Context: an optimization exercise on an open-source flow, tuned for small area and a short achievable clock period. The choices shown serve that exercise and are no tape-out recipe.
At most, simulation tests tie the RTL to the original design; equivalence was not proved.
Power is estimated from default activity; no workload was simulated.

==> run H: inputs <==
// divider
module divider
(
    input              clk,
    input              reset,
    input  [31:0]      A,
    input  [31:0]      B,
    input              start,
    input  [7:0]       Physical_address_in,
    input  [31:0]      PC_in,
    input              divider_op_in,
    output             divide_zero_exception,
    output [31:0]      Result,
    output [7:0]       Physical_address_out,
    output [31:0]      PC_out,
    output             done
);
make LEC_CHECK=0 ABC_AREA=1 CAP_MARGIN=20 CORE_MARGIN=2 CORE_UTILIZATION=40 GPL_TIMING_DRIVEN=0 SLEW_MARGIN=20 finish   # period 8.0 ns
run.sh (not shown) runs the stock make flow with config.mk's settings and CLKGATE_MAP_FILE= SYNTH_SCRIPT=/design/flow/synth_recipe.tcl, a recipe that flattens the netlist after the stock synthesis.
==> run M: changes against run H <==
--- a/flow/design.v
+++ b/flow/design.v
@@ -388,12 +388,23 @@
     wire [32:0] s5_0_d3 = {1'b0, s5_0_x} - {1'b0, s5_0_m3[31:0]};
     wire s5_0_c3 = s5_0_h3 & ~s5_0_d3[32];
     wire [31:0] s5_0_t = s5_0_c3 ? s5_0_d3[31:0] : (s5_0_c2 ? s5_0_d2[31:0] : (s5_0_c1 ? s5_0_d1[31:0] : (s5_0_x)));
     wire [1:0] s5_0_q = s5_0_c3 ? 2'd3 : (s5_0_c2 ? 2'd2 : (s5_0_c1 ? 2'd1 : (0)));
     wire [31:0] x5_1 = s5_0_t;
     wire [31:0] qn5 = {q5, s5_0_q};
-    assign Result = op5 ? qn5 : x5_1;
-    assign divide_zero_exception = z5;
-    assign Physical_address_out = pa5;
-    assign PC_out = pc5;
-    assign done = v5;
+    reg [31:0] res_r;
+    reg v_r, z_r;
+    reg [7:0] pa_r;
+    reg [31:0] pc_r;
+    always @(posedge clk) begin
+        res_r <= op5 ? qn5 : x5_1;
+        z_r <= z5;
+        pa_r <= pa5;
+        pc_r <= pc5;
+        v_r <= v5 & ~reset;
+    end
+    assign Result = res_r;
+    assign divide_zero_exception = z_r;
+    assign Physical_address_out = pa_r;
+    assign PC_out = pc_r;
+    assign done = v_r;
 endmodule
Settings changed: GPL_TIMING_DRIVEN 0 to unset.
==> run P: changes against run H <==
--- a/flow/design.v
+++ b/flow/design.v
@@ -388,12 +388,23 @@
     wire [32:0] s5_0_d3 = {1'b0, s5_0_x} - {1'b0, s5_0_m3[31:0]};
     wire s5_0_c3 = s5_0_h3 & ~s5_0_d3[32];
     wire [31:0] s5_0_t = s5_0_c3 ? s5_0_d3[31:0] : (s5_0_c2 ? s5_0_d2[31:0] : (s5_0_c1 ? s5_0_d1[31:0] : (s5_0_x)));
     wire [1:0] s5_0_q = s5_0_c3 ? 2'd3 : (s5_0_c2 ? 2'd2 : (s5_0_c1 ? 2'd1 : (0)));
     wire [31:0] x5_1 = s5_0_t;
     wire [31:0] qn5 = {q5, s5_0_q};
-    assign Result = op5 ? qn5 : x5_1;
-    assign divide_zero_exception = z5;
-    assign Physical_address_out = pa5;
-    assign PC_out = pc5;
-    assign done = v5;
+    reg [31:0] res_r;
+    reg v_r, z_r;
+    reg [7:0] pa_r;
+    reg [31:0] pc_r;
+    always @(posedge clk) begin
+        res_r <= op5 ? qn5 : x5_1;
+        z_r <= z5;
+        pa_r <= pa5;
+        pc_r <= pc5;
+        v_r <= v5 & ~reset;
+    end
+    assign Result = res_r;
+    assign divide_zero_exception = z_r;
+    assign Physical_address_out = pa_r;
+    assign PC_out = pc_r;
+    assign done = v_r;
 endmodule
Settings changed: ABC_AREA 1 to unset, GPL_TIMING_DRIVEN 0 to unset.
==> comparison <==
Between run P and run H, the lower utilization is in run H (gap 15 points).
In run M the critical path depth is higher than in run H, by 2.
Run M produced a clean layout. Run H finished with timing, DRC and antenna clean. Run P produced a layout that fails on negative setup slack.
The lowest final cell count belongs to run H, the highest to run M.
Sequential share of layout area, highest first: run H, run M, run P.
Setup slack, lowest first: run P, run H, run M.
In run H the register-to-register slack is better than in run P, by 710 ps.
Die area: run P is smaller than run H (about 3%).
Combinational power, highest first: run P, run M, run H.
Testbench counts of run H, summed over its fixed seeds: latency 120,000, ops 24,000.
Testbench counts of run M, summed over its fixed seeds: latency 144,000, ops 24,000.
Testbench counts of run P, summed over its fixed seeds: latency 144,000, ops 24,000.

* * *

==> umber: inputs <==
Another version of the RTL of divider (not shown whole).
export LEC_CHECK = 0
export ABC_AREA = 1
export CAP_MARGIN = 5
export CORE_MARGIN = 2
export CORE_UTILIZATION = 45
export CTS_CLUSTER_DIAMETER = 100
export CTS_CLUSTER_SIZE = 28
export GPL_TIMING_DRIVEN = 0
export SETUP_SLACK_MARGIN = 0.1
export SLEW_MARGIN = 5
create_clock -name core_clock -period 8.0 [get_ports {clk}]
standard.sh (not shown) runs the stock make flow with config.mk's settings and CLKGATE_MAP_FILE= SYNTH_SCRIPT=/design/flow/synth_recipe.tcl, a recipe that flattens the netlist after the stock synthesis.
==> flow/flow/run.sh <==
#!/bin/bash
set -euo pipefail
export BUFFER_PORTS_ARGS="-buffer_cell sky130_fd_sc_hd__buf_2"
export RECOVER_POWER=100
bash standard.sh > standard.log 2>&1
==> tundra (differences from umber) <==
==> flow/run.sh (new file) <==
#!/bin/bash
# synth_recipe.tcl (not shown) runs the flow's synth.tcl, then flattens the netlist and writes it again
# the make line also repeats each setting of config.mk as NAME=value (left out here)
make -C /OpenROAD-flow-scripts/flow DESIGN_CONFIG=/design/flow/config.mk WORK_HOME=/design/flow/orfs CLKGATE_MAP_FILE= SYNTH_SCRIPT=/design/flow/synth_recipe.tcl finish
Settings changed: CAP_MARGIN 5 to 20, CORE_UTILIZATION 45 to 40, CTS_CLUSTER_DIAMETER 100 to 80, CTS_CLUSTER_SIZE 28 to 32, SETUP_SLACK_MARGIN 0.1 to unset, SLEW_MARGIN 5 to 20.
removed: flow/flow/run.sh
removed: flow/standard.sh
==> juniper (differences from umber) <==
==> flow/run.sh (new file) <==
#!/bin/bash
# synth_recipe.tcl (not shown) runs the flow's synth.tcl, then flattens the netlist and writes it again
# the make line also repeats each setting of config.mk as NAME=value (left out here)
make -C /OpenROAD-flow-scripts/flow DESIGN_CONFIG=/design/flow/config.mk WORK_HOME=/design/flow/orfs CLKGATE_MAP_FILE= SYNTH_SCRIPT=/design/flow/synth_recipe.tcl finish
Settings changed: CAP_MARGIN 5 to 20, CORE_UTILIZATION 45 to 40, CTS_CLUSTER_DIAMETER 100 to unset, CTS_CLUSTER_SIZE 28 to 24, SETUP_SLACK_MARGIN 0.1 to unset, SLEW_MARGIN 5 to 20.
removed: flow/flow/run.sh
removed: flow/standard.sh
==> metrics.yaml <==
skew_ns: 0.0430
finalWorstSetupSlack_ns: 0.231
clock_buffer_count: 58
dp_cells: 9186
power_frac_comb_pct: 42.6
multi_input_gates: 5278
multi_input_area_share_pct: 58.6
r2r-end: "x5[25]"
crit_cells: 24
power.total_mw: 14.0
tightest_slew_ns: 1.09
maxSlewHeadroom_pct: 27.1
place_area_um2: 63000
clkTransAtPathRegs_ns: 0.11
place_ws_ns: -2.33
outcome: "finished clean"
pwr.group.clock_mw: 3.24
globalRouteMet1Util_pct: 32.0
# the run above: tundra

==> metrics.yaml <==
clkTransAtPathRegs_ns: 0.10
clock_buffer_count: 47
multi_input_area_share_pct: 60.1
final_cells: 9358
r2r-end: "x4[30]"
globalRouteMet1Util_pct: 37.8
multi_input_gates: 5279
initial_core_util_pct: 45.3
place_ws_ns: -2.40
num_io_pins: 182
outcome: "finished clean"
maxSlewHeadroom_pct: 20.2
power_frac_comb_pct: 43.7
power.total_mw: 13.3
tightest_slew_ns: 1.19
# the run above: umber

==> metrics.yaml <==
dp_cells: 9186
syn-num-nets: 8404
globalRouteMet1Util_pct: 32.2
crit_cells: 24
tightest_slew_ns: 1.15
multi_input_gates: 5278
place_ws_ns: -2.33
maxSlewHeadroom_pct: 23.3
pwr.group.clock_mw: 4.35
finalWorstSetupSlack_ns: 0.264
multi_input_area_share_pct: 57.8
r2r-end: "x3[15]"
place_area_um2: 63000
endpoint: "Result[5]"
skew_ns: 0.0778
clkTransAtPathRegs_ns: 0.06
met3_wirelength_um: 15000
outcome: "finished clean"
die_x_um: 387
# the run above: juniper

Testbench counts of umber, summed over its fixed seeds: latency 120,000, ops 24,000.
Testbench counts of tundra, summed over its fixed seeds: latency 120,000, ops 24,000.
Testbench counts of juniper, summed over its fixed seeds: latency 120,000, ops 24,000.

* * *

==> fjord <==
Another version of the RTL of divider (not shown whole).
export LEC_CHECK = 0
export ABC_AREA = 1
export CAP_MARGIN = 20
export CORE_MARGIN = 2
export CORE_UTILIZATION = 40
export SLEW_MARGIN = 20
create_clock -name core_clock -period 8.0 [get_ports {clk}]
run.sh (not shown) runs the stock make flow with config.mk's settings and CLKGATE_MAP_FILE= SYNTH_SCRIPT=/design/flow/synth_recipe.tcl, a recipe that flattens the netlist after the stock synthesis.
Stock flow here: none of the scripts above is used.
==> inputs of quartz, as changes to fjord <==
--- a/flow/config.mk
+++ b/flow/config.mk
@@ -7,3 +7,2 @@
 export LEC_CHECK = 0
-export ABC_AREA = 1
 export CAP_MARGIN = 20
==> run notes <==
item                                                                                  fjord                       quartz
Reg2Reg Depth                                                                            53                           47
Adder-cell share of the synthesized area                                              0.130                        0.144
Number of antenna violations at the first check in global routing                         7                            6
Highest achievable clock rate                                                       129 MHz                     96.5 MHz
Run status                                                         timing/DRC/antenna clean     finished with violations
Reasons for failing layout checks                                                         -  antenna rules, setup timing
Synthesized net count                                                                  8373                         6013
Mean area per synthesized cell                                                    7.18 um^2                    9.38 um^2
Fraction of area in registers                                                         0.252                        0.242
Data required, critical path                                                        8.61 ns                      8.55 ns
Post-route cell area                                                             74500 um^2                   77600 um^2
Routed via count divided by cell count                                                 5.00                         5.07
Nonclk buf count                                                                       1436                         2246
Number of multi-input combinational cells in the layout                                5691                         3933
Number of buffers added by the clock tree synthesis step                                 99                           97
Destination of the worst register-to-register timing path                            x6[27]                       x7[21]
CP max-delay cell                                                  sky130_fd_sc_hd__dfxtp_2    sky130_fd_sc_hd__a2111o_1
No functional check of the RTL was part of any run of this note.

-- what the ideal ports hide --
In the flow no input, the clock included, has a driving cell. The finished layouts below were timed again as built, in two steps. Step 1 (the two cells are an assumption about what drives the block):
set clk [get_ports {clk}]
set_driving_cell -lib_cell sky130_fd_sc_hd__clkbuf_16 $clk
set_driving_cell -lib_cell sky130_fd_sc_hd__buf_2 [delete_from_list [all_inputs] $clk]
Step 2 also shifts input and output timing later by t, the mid clock arrival at the registers, as if the neighbouring blocks saw the same clock. Three values: ideal ports, drivers, drivers and shift; two values: the first two.
run	t, ns	slack for setup (ns)	worst register clock-pin slew, ns
run H	0.809	0.189 / 0.189 / -0.344	0.07 / 0.07
run M	0.797	0.199 / 0.199 / 0.085	0.08 / 0.08
run P	0.837	-0.521 / -0.521 / -0.628	0.09 / 0.09
umber	0.754	0.328 / 0.328 / -0.196	0.11 / 0.11
tundra	0.766	0.231 / 0.153 / -0.114	0.11 / 0.11
juniper	0.777	0.264 / 0.182 / -0.103	0.07 / 0.07
fjord	0.785	0.252 / 0.252 / 0.252	0.08 / 0.08
quartz	0.771	-2.367 / -2.367 / -2.367	0.07 / 0.07
With both steps, setup timing fails in run H, umber, tundra and juniper, where it was met with ideal ports. For run H, which loses most, drivers alone change the setup slack by 0.000 ns; drivers and shift together by -0.533 ns.
